This design comes from an exercise in tuning for small area and a short achievable clock period on the open sky130 flow, not from production work.
No activity file was given, so power comes from the tool's default toggle rates.

==> flow/design.v (excerpt) <==
module sigmoid9slices (
    input wire clk,
    input wire rst_n,
    input wire signed [15:0] x0_in,
    input wire signed [15:0] x1_in,
    input wire valid_in,
    output reg signed [15:0] y0_out,
    output reg signed [15:0] y1_out,
    output reg valid_out
);
Settings: LEC_CHECK=0, CAP_MARGIN=20, CORE_MARGIN=2, CORE_UTILIZATION=70, SETUP_SLACK_MARGIN=5, SLEW_MARGIN=20; clock period 8.0 ns.
run.sh (not shown) runs the stock make flow with config.mk's settings and CLKGATE_MAP_FILE= SYNTH_SCRIPT=/design/flow/synth_recipe.tcl, a recipe that flattens the netlist after the stock synthesis.
Edit:
--- a/flow/design.v
+++ b/flow/design.v
@@ -8,37 +8,37 @@
     output reg signed [15:0] y0_out,
     output reg signed [15:0] y1_out,
     output reg valid_out
 );
     reg v1, v2;
     always @(posedge clk or negedge rst_n)
         if (!rst_n) begin v1 <= 1'b0; v2 <= 1'b0; valid_out <= 1'b0; end
         else begin v1 <= valid_in; v2 <= v1; valid_out <= v2; end
-    function [4:0] dec(input [15:0] x);
+    function [5:0] dec(input [15:0] x);
         reg [14:0] u;
         reg g1, g2, g3, g4, g5;
         begin
             g1 = x[15] ? (x[14:0] <= 15'd31402) : (x[14:0] >= 15'd1365);
             g2 = x[15] ? (x[14:0] <= 15'd28671) : (x[14:0] >= 15'd4096);
             g3 = x[15] ? (x[14:0] <= 15'd25940) : (x[14:0] >= 15'd6827);
             g4 = x[15] ? (x[14:0] <= 15'd23210) : (x[14:0] >= 15'd9557);
             g5 = x[15] ? (x[14:0] <= 15'd20479) : (x[14:0] >= 15'd12288);
-            dec = {~g1, g1 & ~g2, g2 & ~g3, g3 & ~g4, g4 & ~g5};
+            dec = {g5, ~g1, g1 & ~g2, g2 & ~g3, g3 & ~g4, g4 & ~g5};
         end
     endfunction
     reg [12:0] a0, a1;   
-    reg [4:0] c0, c1;
+    reg [5:0] c0, c1;
     always @(posedge clk) begin
         a0 <= {x0_in[15], x0_in[11:0]}; a1 <= {x1_in[15], x1_in[11:0]};
         c0 <= dec(x0_in); c1 <= dec(x1_in);
     end
     wire [10:0] xr0 = a0[10:0];
     wire [10:0] xn0 = ~a0[10:0];
-    wire sat0 = ~|c0[4:0];
+    wire sat0 = c0[5];
     wire r0_0_0 = (c0[0] & xr0[0]) | (c0[1] & xn0[0]);
     wire r0_0_1 = c0[1];
     wire r0_1_0 = (c0[0] & xr0[0]) | (c0[1] & xn0[1]) | (c0[2] & xr0[0]) | (c0[3] & xr0[0]) | (c0[4] & xn0[0]);
     wire r0_1_1 = (c0[0] & xr0[1]) | c0[4];
     wire r0_2_0 = (c0[0] & xr0[1]) | (c0[1] & xn0[2]) | (c0[2] & xr0[1]) | (c0[3] & xr0[1]) | (c0[4] & xn0[1]);
     wire r0_2_1 = (c0[0] & xr0[2]);
     wire r0_3_0 = (c0[0] & xr0[0]) | (c0[1] & xr0[0]) | (c0[2] & xr0[2]) | (c0[3] & xr0[2]) | (c0[4] & xn0[2]);
     wire r0_3_1 = (c0[0] & xr0[2]) | (c0[1] & xn0[3]);
@@ -238,17 +238,17 @@
     assign ys0[6] = ys0_p6 ^ ys0_G45;
     assign ys0[7] = ys0_p7 ^ ys0_G49;
     assign ys0[8] = ys0_p8 ^ ys0_G44;
     assign ys0[9] = ys0_p9 ^ ys0_G50;
     assign ys0[10] = ys0_p10 ^ ys0_G46;
     always @(posedge clk) y0_out <= {5'b0, ys0};
     wire [10:0] xr1 = a1[10:0];
     wire [10:0] xn1 = ~a1[10:0];
-    wire sat1 = ~|c1[4:0];
+    wire sat1 = c1[5];
     wire r1_0_0 = (c1[0] & xr1[0]) | (c1[1] & xn1[0]);
     wire r1_0_1 = c1[1];
     wire r1_1_0 = (c1[0] & xr1[0]) | (c1[1] & xn1[1]) | (c1[2] & xr1[0]) | (c1[3] & xr1[0]) | (c1[4] & xn1[0]);
     wire r1_1_1 = (c1[0] & xr1[1]) | c1[4];
     wire r1_2_0 = (c1[0] & xr1[1]) | (c1[1] & xn1[2]) | (c1[2] & xr1[1]) | (c1[3] & xr1[1]) | (c1[4] & xn1[1]);
     wire r1_2_1 = (c1[0] & xr1[2]);
     wire r1_3_0 = (c1[0] & xr1[0]) | (c1[1] & xr1[0]) | (c1[2] & xr1[2]) | (c1[3] & xr1[2]) | (c1[4] & xn1[2]);
     wire r1_3_1 = (c1[0] & xr1[2]) | (c1[1] & xn1[3]);
What happened:
- The new run ran to the end with no violations
- clock-buffer cell count goes up by 1
- hold slack is about the same
- cell count went down slightly
- power goes up slightly
- synthesized area barely changes
- non-clock buffer count went down by 21
- routed wire length grows slightly
- design area is lower by a few percent
- die area is about the same
- global-route usage is higher by 1.2 points
- sequential share of layout area rises by 1.2 points
- register-to-register slack stays flat
No run of this note included a check of the RTL's function; only the layout flow was run.

-- port drivers added, routing unchanged --
The flow's constraints put no driver on any port. The routed layouts listed below were extracted and timed again, unchanged, in two steps.
Step 1: set_driving_cell puts a clkbuf_16 on clk and a buf_2 on each other input, an assumption about the parent block.
Step 2, shift: input delay + t, output delay - t, t = (earliest + latest rising clock arrival at the registers) / 2. This alone moves slack from input paths to output paths.
Three values: no drivers, after step 1, after step 2; two values: the first two.
run	t, ns	slack for setup (ns)	latest minus earliest clock arrival (ns)	worst register clock-pin slew, ns
the first run	0.416	4.976 / 4.988 / 4.571	0.013 / 0.013	0.11 / 0.11
the second run	0.422	4.988 / 4.993 / 4.571	0.018 / 0.018	0.11 / 0.11
After both steps setup and hold are still met in every run listed. The setup slack of the second run, which loses most, moves by +0.005 ns with the drivers and by -0.417 ns with both steps.
